Source: an optimization exercise on an open RTL-to-GDS flow (aim: small area and a short achievable clock period). Production flows keep margins and buffers that such runs may drop.
RTL that was checked went through simulation tests only; none was proved equivalent to the original.
Power figures rest on the tool's default switching activity, not on a simulated workload.

Setup of run 1:
==> flow/design.v (excerpt) <==
module fp32_mul (
    input wire          clk         ,
    input wire          rst_n       ,
    input wire [31:0]   a           ,        
    input wire [31:0]   b           ,        
    input wire          in_valid    ,        
    output reg          out_valid   ,        
    output reg [31:0]   result               
);
Size: ~2700 cells after synthesis, roughly 100 I/O pins, roughly 22000 um2 of cells after synthesis.
clock: 10.0 ns
lec_check: 0
abc_area: 1
cap_margin: 20
core_margin: 2
core_utilization: 45
setup_slack_margin: 5
slew_margin: 20
synth_hierarchical: 1
synth_minimum_keep_size: 0
tns_end_percent: 10
standard.sh (not shown) runs the stock make flow with config.mk's settings and CLKGATE_MAP_FILE= SYNTH_SCRIPT=/design/flow/synth_recipe.tcl, a recipe that flattens the netlist after the stock synthesis.
==> flow/flow/run.sh <==
#!/bin/bash
# The standard layout (standard.sh) with two changes: the ports are buffered
# by buf_2 cells instead of the default delay buffers, and the setup repair
# aims for a slack of 6 ns. Synthesis is unchanged.
set -euo pipefail
sed "s/SETUP_SLACK_MARGIN=[0-9.]*/SETUP_SLACK_MARGIN=6/" standard.sh > standard_margin.sh
bash standard_margin.sh BUFFER_PORTS_ARGS="-buffer_cell sky130_fd_sc_hd__buf_2" finish > flow_make.log 2>&1
Run 1 finished all stages; the layout is clean.
What run 2 does differently from run 1 at the input level:
- CORE_UTILIZATION now 40, was 45
- SLEW_MARGIN now 10, was 20
- CAP_MARGIN now 10, was 20
==> run summary <==
- Run 2 packs its core looser than run 1.
- The lower met2 layer usage reported by global route came out of run 2.
- Against run 1, run 2 comes in 0.4 points higher on proportion of power drawn by combinational gates.
- Between run 1 and run 2, the difference in layout inverter count without the clock tree is negligible.
- Diff run 1 -> run 2 | number of buffers other than clock buffers in the final layout | increase of 13
- The maximum frequency number comes out lower for run 2 vs run 1.
- Startpoint of the worst setup timing path: s1_xf[7] -> run 2, s1_xf[20] -> run 1
- Slack of the critical path: run 2 vs run 1 down 46 ps
Function was not checked in any run of this note: the RTL went through the layout flow alone.

fp32_mul, a different RTL version from the one above (not shown whole).
Size: ~2,800 cells after synthesis, ~100 I/O pins.
Settings: LEC_CHECK=0, ABC_AREA=1, CAP_MARGIN=20, CORE_MARGIN=2, CORE_UTILIZATION=40, SETUP_SLACK_MARGIN=5, SLEW_MARGIN=20, SYNTH_HIERARCHICAL=1, SYNTH_MINIMUM_KEEP_SIZE=0; clock period 10.0 ns.
==> flow/flow/run.sh <==
#!/bin/bash
# The standard layout (standard.sh) with two changes: the ports are buffered
# by buf_2 cells instead of the default delay buffers, and the setup repair
# aims for a slack of 6.5 ns. Synthesis is unchanged.
set -euo pipefail
sed "s/SETUP_SLACK_MARGIN=[0-9.]*/SETUP_SLACK_MARGIN=6.5/" standard.sh > standard_margin.sh
bash standard_margin.sh BUFFER_PORTS_ARGS="-buffer_cell sky130_fd_sc_hd__buf_2" finish > flow_make.log 2>&1
Change:
==> flow/flow/run.sh (replaced) <==
#!/bin/bash
# The standard layout (standard.sh) with two changes: the ports are buffered
# by buf_2 cells instead of the default delay buffers, and the setup repair
# aims for a slack of 7 ns. Synthesis is unchanged.
set -euo pipefail
sed "s/SETUP_SLACK_MARGIN=[0-9.]*/SETUP_SLACK_MARGIN=7/" standard.sh > standard_margin.sh
bash standard_margin.sh BUFFER_PORTS_ARGS="-buffer_cell sky130_fd_sc_hd__buf_2" finish > flow_make.log 2>&1
Outcome: The new run produced a clean layout; clock power increases by a little under a tenth; synthesized cell count stays the same; utilization increases by 4.4 points; sequential cell count stays the same; cell count increases by a few percent; cell area increases by a little under a tenth; total power increases by about a fifth; die area does not change.

Another version of the RTL of fp32_mul (not shown whole).
Size: about 180 flip-flops, ~100 I/O pins.
export LEC_CHECK = 0
export ABC_AREA = 1
export CAP_MARGIN = 20
export CORE_MARGIN = 2
export CORE_UTILIZATION = 40
export SETUP_SLACK_MARGIN = 5
export SLEW_MARGIN = 20
export SYNTH_HIERARCHICAL = 1
export SYNTH_MINIMUM_KEEP_SIZE = 0
export TNS_END_PERCENT = 10
create_clock -name core_clock -period 10.0 [get_ports {clk}]
==> flow/flow/run.sh <==
#!/bin/bash
# The standard layout (standard.sh) with two changes: the ports are buffered
# by buf_2 cells instead of the default delay buffers, and the setup repair
# aims for a slack of 6.15 ns. Synthesis is unchanged.
set -euo pipefail
sed "s/SETUP_SLACK_MARGIN=[0-9.]*/SETUP_SLACK_MARGIN=6.15/" standard.sh > standard_margin.sh
bash standard_margin.sh BUFFER_PORTS_ARGS="-buffer_cell sky130_fd_sc_hd__buf_2" finish > flow_make.log 2>&1
The baseline went through all stages and came out clean.
==> next run, changes <==
==> flow/flow/run.sh (replaced) <==
#!/bin/bash
# The standard layout (standard.sh) with two changes: the ports are buffered
# by buf_2 cells instead of the default delay buffers, and the setup repair
# aims for a slack of 6 ns. Synthesis is unchanged.
set -euo pipefail
sed "s/SETUP_SLACK_MARGIN=[0-9.]*/SETUP_SLACK_MARGIN=6/" standard.sh > standard_margin.sh
bash standard_margin.sh BUFFER_PORTS_ARGS="-buffer_cell sky130_fd_sc_hd__buf_2" finish > flow_make.log 2>&1
CORE_UTILIZATION = 35   (was 40)
What happened: The new run completed without violations; count of clock-buffer cells in the layout does not change; wire length barely changes; critical path depth came out lower by 1; die area grows by 14%; total power grows by 1.8%; synthesized cell count stays the same; cell area is lower by 0.87%.
==> next run, changes <==
CORE_UTILIZATION = 45   (was 35)
The new run completed with no timing, DRC or antenna violations.
Setup slack degrades by 32 ps.
Total power goes down by 3.3%.
Core utilization goes up by 11 points.
Count of clock-buffer cells in the layout goes up by 1.
Routed wire length goes down by 3.3%.
Fmax goes down by 0.78%.
First-iteration DRC count goes up by 1.0%.
Global-route usage goes up by 5.6 points.
Clock skew stays flat.
==> next run, changes <==
CORE_UTILIZATION = 40   (was 45)
GPL_TIMING_DRIVEN = 0   (was unset)
=> The changed run completed without violations. Sequential share of layout area fell by 0.12 points. Setup slack improves by 20 ps. Design area goes up slightly. Wire length increases by roughly a tenth. Worst hold slack gets better by 6.7 ps. Register-to-register slack gains 20 ps. Area after synthesis is unchanged. Combinational power climbs by a few percent. Fmax goes up slightly.

fp32_mul with an RTL version that a note above also has.
Size in the first run: ~190 flip-flops, roughly 100 I/O pins, ~22,000 µm² of cells after synthesis.
## fp32_mul
module fp32_mul (
    input wire          clk         ,
    input wire          rst_n       ,
    input wire [31:0]   a           ,        
    input wire [31:0]   b           ,        
    input wire          in_valid    ,        
    output reg          out_valid   ,        
    output reg [31:0]   result               
);
export LEC_CHECK = 0
export ABC_AREA = 1
export CAP_MARGIN = 20
export CORE_MARGIN = 2
export CORE_UTILIZATION = 40
export SETUP_SLACK_MARGIN = 5
export SLEW_MARGIN = 20
export SYNTH_HIERARCHICAL = 1
export SYNTH_MINIMUM_KEEP_SIZE = 0
create_clock -name core_clock -period 10.0 [get_ports {clk}]
==> flow/flow/run.sh <==
#!/bin/bash
# The standard layout (standard.sh) with two changes: the ports are buffered
# by buf_2 cells instead of the default delay buffers, and the setup repair
# aims for a slack of 6.25 ns. Synthesis is unchanged.
set -euo pipefail
sed "s/SETUP_SLACK_MARGIN=[0-9.]*/SETUP_SLACK_MARGIN=6.25/" standard.sh > standard_margin.sh
bash standard_margin.sh BUFFER_PORTS_ARGS="-buffer_cell sky130_fd_sc_hd__buf_2" finish > flow_make.log 2>&1
Rerun with:
--- a/flow/flow/run.sh
+++ b/flow/flow/run.sh
@@ -4 +4 @@
-# aims for a slack of 6.25 ns. Synthesis is unchanged.
+# aims for a slack of 6 ns. Synthesis is unchanged.
@@ -6 +6 @@
-sed "s/SETUP_SLACK_MARGIN=[0-9.]*/SETUP_SLACK_MARGIN=6.25/" standard.sh > standard_margin.sh
+sed "s/SETUP_SLACK_MARGIN=[0-9.]*/SETUP_SLACK_MARGIN=6/" standard.sh > standard_margin.sh
- CORE_UTILIZATION: 40 -> 60
Effect: Clock power went down by about 4.3%; total power shrinks by about 2.3%; via count goes down by 0.40%; setup slack is worse by 0.10 ns; global-route usage is higher by 10 points; register-to-register slack got worse by 0.10 ns; synthesized cell count is unchanged; clock-buffer cell count does not change.
Rerun with:
- CORE_UTILIZATION: 60 -> 40
- CTS_BUF_LIST: default -> sky130_fd_sc_hd__clkbuf_8
Result:
- critical path depth decreases by 1
- final area increases by 0.57%
- wire length increases by 2.9%
- die area increases by 49%
- total power decreases by 3.1%
- global-route usage decreases by 12 points
- hold slack is better by 0.013 ns
Rerun with:
- CTS_BUF_LIST: sky130_fd_sc_hd__clkbuf_8 -> default
- TNS_END_PERCENT: default -> 10
Result: Die area does not change; non-clock buffer count goes down by 31; total power barely changes; setup slack degrades by 0.048 ns.
Rerun with:
--- a/flow/flow/run.sh
+++ b/flow/flow/run.sh
@@ -4 +4 @@
-# aims for a slack of 6 ns. Synthesis is unchanged.
+# aims for a slack of 5 ns. Synthesis is unchanged.
@@ -6 +6 @@
-sed "s/SETUP_SLACK_MARGIN=[0-9.]*/SETUP_SLACK_MARGIN=6/" standard.sh > standard_margin.sh
+sed "s/SETUP_SLACK_MARGIN=[0-9.]*/SETUP_SLACK_MARGIN=5/" standard.sh > standard_margin.sh
- TNS_END_PERCENT: 10 -> default
What happened:
- non-clock buffer count goes down by 58
- clock power barely changes
- critical path depth goes up by 3
- wire length goes down by 7.4%
- via count goes down by 3.2%
- design area goes down by 5.3%
- final cell count goes down by 2.1%
- utilization goes down by 2.4 points
Rerun with:
--- a/flow/flow/run.sh
+++ b/flow/flow/run.sh
@@ -4 +4 @@
-# aims for a slack of 5 ns. Synthesis is unchanged.
+# aims for a slack of 6.5 ns. Synthesis is unchanged.
@@ -6 +6 @@
-sed "s/SETUP_SLACK_MARGIN=[0-9.]*/SETUP_SLACK_MARGIN=5/" standard.sh > standard_margin.sh
+sed "s/SETUP_SLACK_MARGIN=[0-9.]*/SETUP_SLACK_MARGIN=6.5/" standard.sh > standard_margin.sh
- TNS_END_PERCENT: default -> 10
Outcome: The changed run passed the timing, DRC and antenna checks; setup slack is better by 0.88 ns; power went up by 5.5%; combinational power went up by 6.7%; design area went up by 12%; via count went up by 7.7%; final cell count went up by 4.5%.

Starting RTL as in the previous note.
clock: 10.0 ns
lec_check: 0
abc_area: 1
cap_margin: 20
core_margin: 2
core_utilization: 40
place_density: 0.7
setup_slack_margin: 5
slew_margin: 20
synth_hierarchical: 1
synth_minimum_keep_size: 0
==> flow/flow/run.sh <==
#!/bin/bash
# The standard layout (standard.sh) with two changes: the ports are buffered
# by buf_2 cells instead of the default delay buffers, and the setup repair
# aims for a slack of 6 ns. Synthesis is unchanged.
set -euo pipefail
sed "s/SETUP_SLACK_MARGIN=[0-9.]*/SETUP_SLACK_MARGIN=6/" standard.sh > standard_margin.sh
bash standard_margin.sh BUFFER_PORTS_ARGS="-buffer_cell sky130_fd_sc_hd__buf_2" finish > flow_make.log 2>&1
The baseline produced a clean layout.
Rerun with:
GPL_ROUTABILITY_DRIVEN = 0   (was unset)
PLACE_DENSITY = unset   (was 0.7)
Area after synthesis does not change.
Global-route usage climbs by 0.99 points.
Combinational power stays flat.
Rerun with:
GPL_ROUTABILITY_DRIVEN = unset   (was 0)
Effect:
- total power rose by 0.41%
- synthesized area stays the same
- design area fell by 0.92%
- cell count fell by 0.73%
- wire length rose by 1.9%
- global-route usage rose by 0.97 points
- sequential power stays flat
- worst setup slack gains 0.058 ns
- clock skew stays flat

Another version of the RTL of fp32_mul (not shown whole).
Size: ~180 flip-flops, about 100 I/O pins.
Settings: LEC_CHECK=0, ABC_AREA=1, CAP_MARGIN=20, CORE_MARGIN=2, CORE_UTILIZATION=40, SETUP_SLACK_MARGIN=5, SLEW_MARGIN=20, SYNTH_HIERARCHICAL=1, SYNTH_MINIMUM_KEEP_SIZE=0, TNS_END_PERCENT=10; clock period 10.0 ns.
==> flow/flow/run.sh <==
#!/bin/bash
# The standard layout (standard.sh) with two changes: the ports are buffered
# by buf_2 cells instead of the default delay buffers, and the setup repair
# aims for a slack of 6.15 ns. Synthesis is unchanged.
set -euo pipefail
sed "s/SETUP_SLACK_MARGIN=[0-9.]*/SETUP_SLACK_MARGIN=6.15/" standard.sh > standard_margin.sh
bash standard_margin.sh BUFFER_PORTS_ARGS="-buffer_cell sky130_fd_sc_hd__buf_2" finish > flow_make.log 2>&1
The first run passed the timing, DRC and antenna checks.
Rerun with:
==> flow/flow/run.sh (replaced) <==
#!/bin/bash
# The standard layout (standard.sh) with two changes: the ports are buffered
# by buf_2 cells instead of the default delay buffers, and the setup repair
# aims for a slack of 6 ns. Synthesis is unchanged.
set -euo pipefail
sed "s/SETUP_SLACK_MARGIN=[0-9.]*/SETUP_SLACK_MARGIN=6/" standard.sh > standard_margin.sh
bash standard_margin.sh BUFFER_PORTS_ARGS="-buffer_cell sky130_fd_sc_hd__buf_2" finish > flow_make.log 2>&1
The changed run completed without violations.
Total power drops by 0.89%.
Final cell count went down by 1.0%.
Setup slack got worse by 39 ps.
Via count falls by 2.4%.
Synthesized cell count stays the same.
Sequential cell count stays the same.
Wire length decreases by 5.2%.
Core utilization shrinks by 1.6 points.
Clock-buffer cell count increases by 3.
Global-route usage fell by 1.9 points.
Function was not checked in any run of this note: the RTL went through the layout flow alone.

## run A
fp32_mul with an RTL version that a note above also has.
Size in the first run: about 180 flip-flops, about 100 I/O pins, ~22000 µm² of cells after synthesis.
export LEC_CHECK = 0
export ABC_AREA = 1
export CAP_MARGIN = 10
export CORE_MARGIN = 2
export CORE_UTILIZATION = 40
export SETUP_SLACK_MARGIN = 5
export SLEW_MARGIN = 10
export SYNTH_HIERARCHICAL = 1
export SYNTH_MINIMUM_KEEP_SIZE = 0
export TNS_END_PERCENT = 10
create_clock -name core_clock -period 10.0 [get_ports {clk}]
==> flow/flow/run.sh <==
#!/bin/bash
# The standard layout (standard.sh) with two changes: the ports are buffered
# by buf_2 cells instead of the default delay buffers, and the setup repair
# aims for a slack of 6.15 ns. Synthesis is unchanged.
set -euo pipefail
sed "s/SETUP_SLACK_MARGIN=[0-9.]*/SETUP_SLACK_MARGIN=6.15/" standard.sh > standard_margin.sh
bash standard_margin.sh BUFFER_PORTS_ARGS="-buffer_cell sky130_fd_sc_hd__buf_2" finish > flow_make.log 2>&1
Run A: flow completed, timing, DRC and antenna clean
#### Input delta (run B over run A)
==> flow/flow/run.sh <==
#!/bin/bash
# The standard layout (standard.sh) with two changes: the ports are buffered
# by buf_2 cells instead of the default delay buffers, and the setup repair
# aims for a slack of 6 ns. Synthesis is unchanged.
set -euo pipefail
sed "s/SETUP_SLACK_MARGIN=[0-9.]*/SETUP_SLACK_MARGIN=6/" standard.sh > standard_margin.sh
bash standard_margin.sh BUFFER_PORTS_ARGS="-buffer_cell sky130_fd_sc_hd__buf_2" finish > flow_make.log 2>&1
--- a/flow/config.mk
+++ b/flow/config.mk
@@ -8,3 +8,3 @@
 export ABC_AREA = 1
-export CAP_MARGIN = 10
+export CAP_MARGIN = 20
 export CORE_MARGIN = 2
@@ -12,5 +12,5 @@
 export SETUP_SLACK_MARGIN = 5
-export SLEW_MARGIN = 10
+export SLEW_MARGIN = 20
 export SYNTH_HIERARCHICAL = 1
 export SYNTH_MINIMUM_KEEP_SIZE = 0
-export TNS_END_PERCENT = 10
+export TNS_END_PERCENT = 5
### Flow results
Relative to run A, post-route minimum period has gone up in run B.
Reg2reg setup slack down 0.02 ns in run B wrt run A
Between run A and run B, total power per unit cell area increased.
Total of fill cells in the finished design of run B exceeds that of run A slightly.
When run B is measured against run A, its via count of the first global-routing pass turns out about 1.6% lower.
Against run A as the reference, run B delivers a lower detailed-route wire length.
Run B does worse than run A on setup slack.
Input changes introduced in run C (baseline for comparison: run B):
==> flow/flow/run.sh <==
#!/bin/bash
# The standard layout (standard.sh) with two changes: the ports are buffered
# by buf_2 cells instead of the default delay buffers, and the setup repair
# aims for a slack of 5.85 ns. Synthesis is unchanged.
set -euo pipefail
sed "s/SETUP_SLACK_MARGIN=[0-9.]*/SETUP_SLACK_MARGIN=5.85/" standard.sh > standard_margin.sh
bash standard_margin.sh BUFFER_PORTS_ARGS="-buffer_cell sky130_fd_sc_hd__buf_2" finish > flow_make.log 2>&1
--- a/flow/config.mk
+++ b/flow/config.mk
@@ -15,2 +15,2 @@
 export SYNTH_MINIMUM_KEEP_SIZE = 0
-export TNS_END_PERCENT = 5
+export TNS_END_PERCENT = 10
## What came out
The non-clock buffering overhead in the final layout in run C sits 0.62 points below the value recorded for run B. Power in run C vs run B: down 60 µW. Diff run C and run B: wire length of the first global-routing pass higher in run B. Routed via count: run C and run B compared, higher one is run B.
--- input diff run C..run D ---
==> flow/flow/run.sh <==
#!/bin/bash
# The standard layout (standard.sh) with two changes: the ports are buffered
# by buf_2 cells instead of the default delay buffers, and the setup repair
# aims for a slack of 6 ns. Synthesis is unchanged.
set -euo pipefail
sed "s/SETUP_SLACK_MARGIN=[0-9.]*/SETUP_SLACK_MARGIN=6/" standard.sh > standard_margin.sh
bash standard_margin.sh BUFFER_PORTS_ARGS="-buffer_cell sky130_fd_sc_hd__buf_2" finish > flow_make.log 2>&1
--- a/flow/config.mk
+++ b/flow/config.mk
@@ -15,2 +15 @@
 export SYNTH_MINIMUM_KEEP_SIZE = 0
-export TNS_END_PERCENT = 10
[summary]
Run D does better than run C on setup slack after layout. Compared with run C, in run D number of multi-input logic gates about even, post-layout minimum cycle time fell by 0.19 ns. Run D: done, clean on timing, DRC and antenna. Run D ended with more wire length of the first global-routing pass than run C. Between run C and run D, the clock slew at the register clock pins of the worst setup and hold paths figures differ only marginally. The termination of the worst setup path comes out s2_hb[23] in one run and s2_hb[13] in the other, namely in run D and run C respectively. Relative to run C, total of plain and repair buffers excluding clock buffers has gone up in run D. In the tables for run D and run C, global routing usage on met2 reads lower with run C. Compared with run C, run D is hungrier on power. Summary — areal power density over the cells, run D relative to run C: lower, by about 1.7%.
Input-level comparison between run E and run D:
--- a/flow/config.mk
+++ b/flow/config.mk
@@ -8,3 +8,3 @@
 export ABC_AREA = 1
-export CAP_MARGIN = 20
+export CAP_MARGIN = 10
 export CORE_MARGIN = 2
@@ -12,4 +12,5 @@
 export SETUP_SLACK_MARGIN = 5
-export SLEW_MARGIN = 20
+export SLEW_MARGIN = 10
 export SYNTH_HIERARCHICAL = 1
 export SYNTH_MINIMUM_KEEP_SIZE = 0
+export TNS_END_PERCENT = 10
### Flow results
Diff run D -> run E: setup slack on the worst flop-to-flop path now sits lower; cell area moved down; post-CTS setup repair buffer count moved down; net switching power of the design has decreased; number of filler cells placed in the layout rose 2.3%. Comparing run D and run E, maximum resistive drop on vdd is higher on run E. Taking run D as the reference point, the sequential share of layout area of run E rises by 0.59 points. The standard cell with the maximum stage delay on the critical path comes out sky130_fd_sc_hd__fa_1 in one run and sky130_fd_sc_hd__fa_2 in the other, namely in run E and run D respectively.

separate check: timing with driven ports:
No port has a modelled driver above. Below, the same layouts with a new extraction and two added sets of constraints. Step 1 sets driving cells, clkbuf_16 on the clock port and buf_2 on the other inputs (assumed; they add their load-dependent delay and slew). Step 2 adds t to the input delays and takes it off the output delays; t is the mean of the earliest and latest rising clock arrival at the registers after step 1. Input paths then give back, and output paths get back, about the clock's delay inside the block. Slacks: ideal ports / drivers / drivers and shift; pairs: ideal ports / drivers.
run | t (ns) | setup WS [ns] | worst hold slack (ns) | clock arrival spread, ns | slew at the worst register clock pin (ns)
run 1 | 0.555 | 5.897 / 5.897 / 5.589 | 0.331 / 0.331 / 0.331 | 0.015 / 0.016 | 0.09 / 0.09
run 2 | 0.525 | 5.851 / 5.851 / 5.552 | 0.336 / 0.336 / 0.336 | 0.019 / 0.018 | 0.08 / 0.08
the first run of note 2 | 0.541 | 5.995 / 5.995 / 5.783 | 0.333 / 0.333 / 0.333 | 0.021 / 0.020 | 0.09 / 0.09
the second run of note 2 | 0.559 | 6.061 / 6.061 / 5.707 | 0.335 / 0.335 / 0.335 | 0.022 / 0.022 | 0.09 / 0.09
the first run of note 3 | 0.548 | 6.012 / 6.012 / 5.652 | 0.333 / 0.333 / 0.333 | 0.020 / 0.020 | 0.09 / 0.09
the second run of note 3 | 0.526 | 5.960 / 5.960 / 5.603 | 0.335 / 0.335 / 0.335 | 0.017 / 0.017 | 0.09 / 0.09
the third run of note 3 | 0.547 | 5.929 / 5.929 / 5.528 | 0.327 / 0.327 / 0.327 | 0.018 / 0.018 | 0.08 / 0.08
the fourth run of note 3 | 0.558 | 5.949 / 5.949 / 5.534 | 0.334 / 0.334 / 0.334 | 0.019 / 0.019 | 0.09 / 0.09
the first run of note 4 | 0.566 | 6.024 / 6.024 / 5.759 | 0.334 / 0.334 / 0.334 | 0.024 / 0.024 | 0.10 / 0.10
the second run of note 4 | 0.530 | 5.921 / 5.920 / 5.602 | 0.336 / 0.336 / 0.336 | 0.012 / 0.011 | 0.08 / 0.08
the third run of note 4 | 0.591 | 5.957 / 5.957 / 5.514 | 0.349 / 0.349 / 0.349 | 0.026 / 0.025 | 0.13 / 0.13
the fourth run of note 4 | 0.547 | 5.910 / 5.910 / 5.540 | 0.331 / 0.331 / 0.331 | 0.017 / 0.018 | 0.09 / 0.09
the fifth run of note 4 | 0.560 | 5.204 / 5.204 / 4.743 | 0.318 / 0.318 / 0.318 | 0.023 / 0.023 | 0.09 / 0.09
the sixth run of note 4 | 0.550 | 6.089 / 6.089 / 5.777 | 0.336 / 0.336 / 0.336 | 0.021 / 0.021 | 0.08 / 0.08
the first run of note 5 | 0.564 | 5.950 / 5.950 / 5.564 | 0.335 / 0.335 / 0.335 | 0.021 / 0.020 | 0.09 / 0.09
the second run of note 5 | 0.556 | 5.957 / 5.957 / 5.490 | 0.324 / 0.324 / 0.324 | 0.018 / 0.019 | 0.08 / 0.08
the third run of note 5 | 0.540 | 6.015 / 6.015 / 5.626 | 0.340 / 0.340 / 0.340 | 0.016 / 0.015 | 0.09 / 0.09
the first run of note 6 | 0.554 | 5.813 / 5.813 / 5.395 | 0.332 / 0.332 / 0.332 | 0.017 / 0.017 | 0.09 / 0.09
the second run of note 6 | 0.518 | 5.774 / 5.774 / 5.471 | 0.331 / 0.331 / 0.331 | 0.020 / 0.020 | 0.08 / 0.08
run A | 0.546 | 5.984 / 5.984 / 5.606 | 0.332 / 0.332 / 0.332 | 0.025 / 0.025 | 0.08 / 0.08
run B | 0.566 | 5.964 / 5.964 / 5.520 | 0.331 / 0.331 / 0.331 | 0.024 / 0.024 | 0.10 / 0.10
run C | 0.516 | 5.786 / 5.786 / 5.441 | 0.327 / 0.327 / 0.327 | 0.018 / 0.018 | 0.09 / 0.09
run D | 0.557 | 5.979 / 5.979 / 5.585 | 0.333 / 0.333 / 0.333 | 0.014 / 0.015 | 0.09 / 0.09
run E | 0.557 | 5.829 / 5.829 / 5.355 | 0.330 / 0.331 / 0.331 | 0.024 / 0.024 | 0.10 / 0.10
After both steps setup and hold are still met in every run listed. For run E, which loses most, drivers alone change the setup slack by 0.000 ns; drivers and shift together by -0.474 ns.
